What follows belongs to an exercise in optimizing a design on an open flow for small area; a production flow would make more cautious choices.
Where RTL was checked, it was by simulation tests only, not by an equivalence proof against the original.
No driver is modelled on the clock port, so clock power and skew are understated where the tree is cut down; a real chip needs a root buffer or a tree.
Power figures rest on the tool's default switching activity, not on a simulated workload.

## run 2
==> flow/design.v (excerpt) <==
module Clock_one #(parameter MAINCLOCK = 15)
	(
	 input    clk,
	 input    rst,
	 input    [1:0]swch,
	 input 	 BUT1,
	 input 	 BUT2,
	 output   [15:0]OUTCR
	 );
clock: 10.0 ns
lec_check: 0
cap_margin: 20
core_margin: 2
core_utilization: 40
cts_buf_list: sky130_fd_sc_hd__clkbuf_8
cts_cluster_diameter: 500
cts_cluster_size: 100
slew_margin: 20
run.sh (not shown) runs the stock make flow with config.mk's settings and CLKGATE_MAP_FILE= SYNTH_SCRIPT=/design/flow/synth_recipe.tcl, a recipe that flattens the netlist after the stock synthesis.
Run 2 finished every step from synthesis to the final layout, and the layout passed the timing, design-rule and antenna checks.
The inputs of run 3 differ from those of run 2 as listed below.
diff --git a/flow/config.mk b/flow/config.mk
--- a/flow/config.mk
+++ b/flow/config.mk
@@ -6,4 +6,5 @@
 export NUM_CORES = 4
 export LEC_CHECK = 0
+export ABC_AREA = 1
 export CAP_MARGIN = 20
 export CORE_MARGIN = 2
==> run notes <==
- | wire length the detailed router placed on met1 | higher: run 3 |
- Compared run 3 vs run 2, and weighted congestion reported at the end of routability-driven placement is up in run 3.
- Going from run 2 to run 3, ratio of final minimum period to clock period shrinks by 7.1 points.
- On worst hold slack, run 3 does better than run 2.
- Looking at register-to-register slack across both flows, run 3 is the stronger of the two, with run 2 trailing.
- Run 3 ends up with a synthesis-to-finish area growth that is 1.6 points higher than in run 2.
- Changes observed in run 3 relative to run 2: number of standard cells in the layout, taps in and fillers out increased 19%, synthesized area has increased.
- Sort run 3 and run 2 by share of total power in sequential cells, ascending, and run 3 comes first.
- Higher setup slack at placement among run 3 and run 2: run 3
- The part of the total power dissipated in the clock network in run 3 was higher than what run 2 gave.
No run of this note included a check of the RTL's function; only the layout flow was run.

========
## job 101
Another version of the RTL of Clock_one (not shown whole).
Size: about 99 flip-flops, about 22 I/O pins, ~4200 um^2 of cells after synthesis.
export LEC_CHECK = 0
export CAP_MARGIN = 0
export CORE_MARGIN = 2
export CORE_UTILIZATION = 80
export SLEW_MARGIN = 0
create_clock -name core_clock -period 10.0 [get_ports {clk}]
standard.sh (not shown) runs the stock make flow with config.mk's settings and CLKGATE_MAP_FILE= SYNTH_SCRIPT=/design/flow/synth_recipe.tcl, a recipe that flattens the netlist after the stock synthesis.
==> flow/flow/run.sh <==
#!/bin/bash
# Own layout flow: the standard flow (standard.sh) with
#  - synthesis identical to the standard one up to technology mapping, but
#    with an area-oriented ABC script and without the half/full-adder cell
#    mapping; the smallest of a few ABC scripts is kept, and its registers
#    are checked against the standard synthesis (same names and cell types);
#  - in place of ORFS's clock tree, MY_CTS_K buffers fed by the clock port,
#    each driving a compact group of registers (cts_clusters.tcl);
#  - the smallest buffer on every port.
# Every tool's output goes to a log file in this folder.
set -euo pipefail
W=$PWD
P=$FLOW_PLATFORM

# synth_recipe.tcl with the abc override after its first line.
{ head -1 synth_recipe.tcl; cat flow/abc_proc.tcl; tail -n +2 synth_recipe.tcl; } > synth_area.tcl

# standard.sh's make command with another WORK_HOME and synthesis script.
variant() { # variant WORK_HOME SYNTH_SCRIPT_AND_EXTRA > script
  sed -e "s#WORK_HOME=[^ ]*#WORK_HOME=$1#" -e "s#SYNTH_SCRIPT=[^ ]*#SYNTH_SCRIPT=$2#" standard.sh
}
regs() { grep -E '^\s*sky130_fd_sc_hd__[a-z0-9_]+ ' "$1" | awk '$1 ~ /__(df|edf|sdf|dl)/ {print $1, $2}' | sort; }
area() { grep 'Chip area' "$1" | awk '{print $NF}'; }

# Standard synthesis, for reference.
variant "$W/std" "$W/synth_recipe.tcl" > std.sh
bash std.sh synth > std_synth.log 2>&1
regs std/results/$P/Clock_one/base/1_2_yosys.v > std_regs.txt
echo "standard synthesis: $(area std/reports/$P/Clock_one/base/synth_stat.txt) um2, $(wc -l < std_regs.txt) registers"

best=""; best_area=""
for s in flow/abc_*.script; do
  n=$(basename $s .script)
  variant "$W/try_$n" "$W/synth_area.tcl ADDER_MAP_FILE=" > try_$n.sh
  MY_ABC_SCRIPT=$W/$s bash try_$n.sh synth > synth_$n.log 2>&1 || { echo "$n: synthesis failed"; continue; }
  regs try_$n/results/$P/Clock_one/base/1_2_yosys.v > regs_$n.txt
  if ! cmp -s regs_$n.txt std_regs.txt; then echo "$n: registers differ from the standard synthesis"; continue; fi
  a=$(area try_$n/reports/$P/Clock_one/base/synth_stat.txt)
  echo "$n: $a um2"
  if [[ -z "$best" ]] || awk "BEGIN{exit !($a < $best_area)}"; then best=$n; best_area=$a; fi
done
[[ -n "$best" ]] || { echo "no area synthesis kept the standard registers"; exit 1; }
echo "using $best"

variant "$W/orfs" "$W/synth_area.tcl ADDER_MAP_FILE=" > area.sh
MY_ABC_SCRIPT=$W/flow/$best.script bash area.sh synth > synth.log 2>&1
regs orfs/results/$P/Clock_one/base/1_2_yosys.v > regs_final.txt
cmp regs_final.txt std_regs.txt

export PRE_CTS_TCL=$W/flow/cts_clusters.tcl
export MY_CTS_K=4 MY_CTS_LEAF=sky130_fd_sc_hd__buf_12 MY_CTS_ROOT=
export BUFFER_PORTS_ARGS="-buffer_cell sky130_fd_sc_hd__buf_1"
bash standard.sh > layout.log 2>&1
tail -3 layout.log
==> flow/flow/abc_a3.script <==
strash
ifraig
scorr
dc2
strash
&get -n
&dch -f
&nf
&put
==> flow/flow/abc_b5.script <==
strash
dc2
balance
rewrite
refactor
balance
rewrite
rewrite -z
balance
refactor -z
rewrite -z
balance
dc2
dch -f
&get -n
&nf -R 1000
&put
==> flow/flow/abc_c1.script <==
strash
ifraig
scorr
dc2
strash
dch -f
amap
topo
Other scripts of this flow, unchanged in this note and not shown: flow/flow/abc_b3.script, flow/flow/abc_c4.script, flow/flow/abc_c5.script, flow/flow/abc_proc.tcl, flow/flow/cts_clusters.tcl
Job 101 finished every step from synthesis to the final layout, and the layout passed the timing, design-rule and antenna checks.
Modified inputs, job 102 compared to job 101
Settings: changing CAP_MARGIN from 0 to 20; changing SLEW_MARGIN from 0 to 20.
==> flow/flow/abc_e2.script (new file) <==
strash
ifraig
scorr
dc2
strash
&get -n
&dch -f
&nf -R 1000 -p -F 8 -A 4
&put
==> flow/flow/abc_e4.script (new file) <==
strash
ifraig
scorr
dc2
strash
&get -n
&dch -f
&nf -R 1000 -p -C 32
&put
==> flow/flow/abc_e7.script (new file) <==
strash
ifraig
scorr
dc2
strash
&get -n
&dch -f
&nf -R 1000 -p -C 32 -F 8 -A 4
&put
==> flow/flow/abc_e9.script (new file) <==
strash
ifraig
scorr
dc2
strash
&get -n
&dch -f
&nf -R 1000 -p -C 32
&put
strash
&get -n
&dch -f
&nf -R 1000 -p -C 32
&put
removed: flow/flow/abc_a3.script
removed: flow/flow/abc_b5.script
removed: flow/flow/abc_c1.script
[summary]
Taking job 101 as the reference point, the register-to-register slack of job 102 rises by 0.07 ns.
Compared to job 101, the router laid down less metal wire for job 102.
Job 101 -> job 102: half-perimeter wire length after detailed placement decreased slightly
On cell area after layout, job 101 loses to job 102.
Job 102 finished end to end and its layout was clean on timing, DRC and antenna.
Going from job 101 to job 102, proportion of power drawn by combinational gates decreased 0.2 points, actual transition at the worst max-transition pin +0.021 ns, signed area change from the synthesized netlist to the final layout did not really move, post-route worst hold slack now sits lower.
Total power of job 102 is on par with job 101.
Against job 101, job 102 comes in 0.12 ns higher on shortest period the worst path allows.
## Diff of input files: job 103 against job 102
==> flow/flow/abc_a3.script (new file) <==
strash
ifraig
scorr
dc2
strash
&get -n
&dch -f
&nf
&put
==> flow/flow/abc_b5.script (new file) <==
strash
dc2
balance
rewrite
refactor
balance
rewrite
rewrite -z
balance
refactor -z
rewrite -z
balance
dc2
dch -f
&get -n
&nf -R 1000
&put
==> flow/flow/abc_c1.script (new file) <==
strash
ifraig
scorr
dc2
strash
dch -f
amap
topo
removed: flow/flow/abc_e2.script
removed: flow/flow/abc_e4.script
removed: flow/flow/abc_e7.script
removed: flow/flow/abc_e9.script
Fmax: job 103 and job 102 compared, lower one is job 102
Job 103 against job 102: total wire length shows an increase of 460 um; met1 track demand over resource in global routing saw an increase; final core utilization climbed 0.69 points; hold slack +0.019 ns; total design power did not really move.
Relative to job 102, the register-to-register slack of job 103 is lower by 0.07 ns.
Number of top-level pins: job 103 vs job 102 identical
Per the comparison of job 103 with job 102, clock power share comparable, multi-input combinational area share now smaller.
In every run of this note, the design's own scripts or RTL, not TritonCTS, make the clock network.

-- static timing again, ports no longer ideal --
No port has a modelled driver above. Below, the same layouts with a new extraction and two added sets of constraints.
Step 1 (the two cells are an assumption about what drives the block):
set clk [get_ports {clk}]
set_driving_cell -lib_cell sky130_fd_sc_hd__clkbuf_16 $clk
set_driving_cell -lib_cell sky130_fd_sc_hd__buf_2 [delete_from_list [all_inputs] $clk]
Step 2 times the ports against the registers' clock, not the clock port: input delays grow and output delays shrink by t, the midpoint of the rising clock arrivals with the driver on.
Three values: ideal ports, drivers, drivers and shift; two values: the first two.
run	t (ns)	slack for setup (ns)	hold slack, ns	worst setup path at the end	worst register clock-pin slew, ns
run 2	0.417	4.432 / 4.400 / 4.817	0.458 / 0.458 / 0.458	register to output	0.10 / 0.10
run 3	0.414	5.137 / 5.102 / 5.516	0.463 / 0.463 / 0.463	register to output	0.10 / 0.10
job 101	0.218	5.357 / 5.267 / 5.485	0.494 / 0.494 / 0.494	register to output	0.10 / 0.10
job 102	0.210	5.233 / 5.151 / 5.361	0.476 / 0.476 / 0.476	register to output	0.10 / 0.10
job 103	0.218	5.357 / 5.267 / 5.485	0.494 / 0.494 / 0.494	register to output	0.10 / 0.10
After both steps every run listed still meets setup and hold.
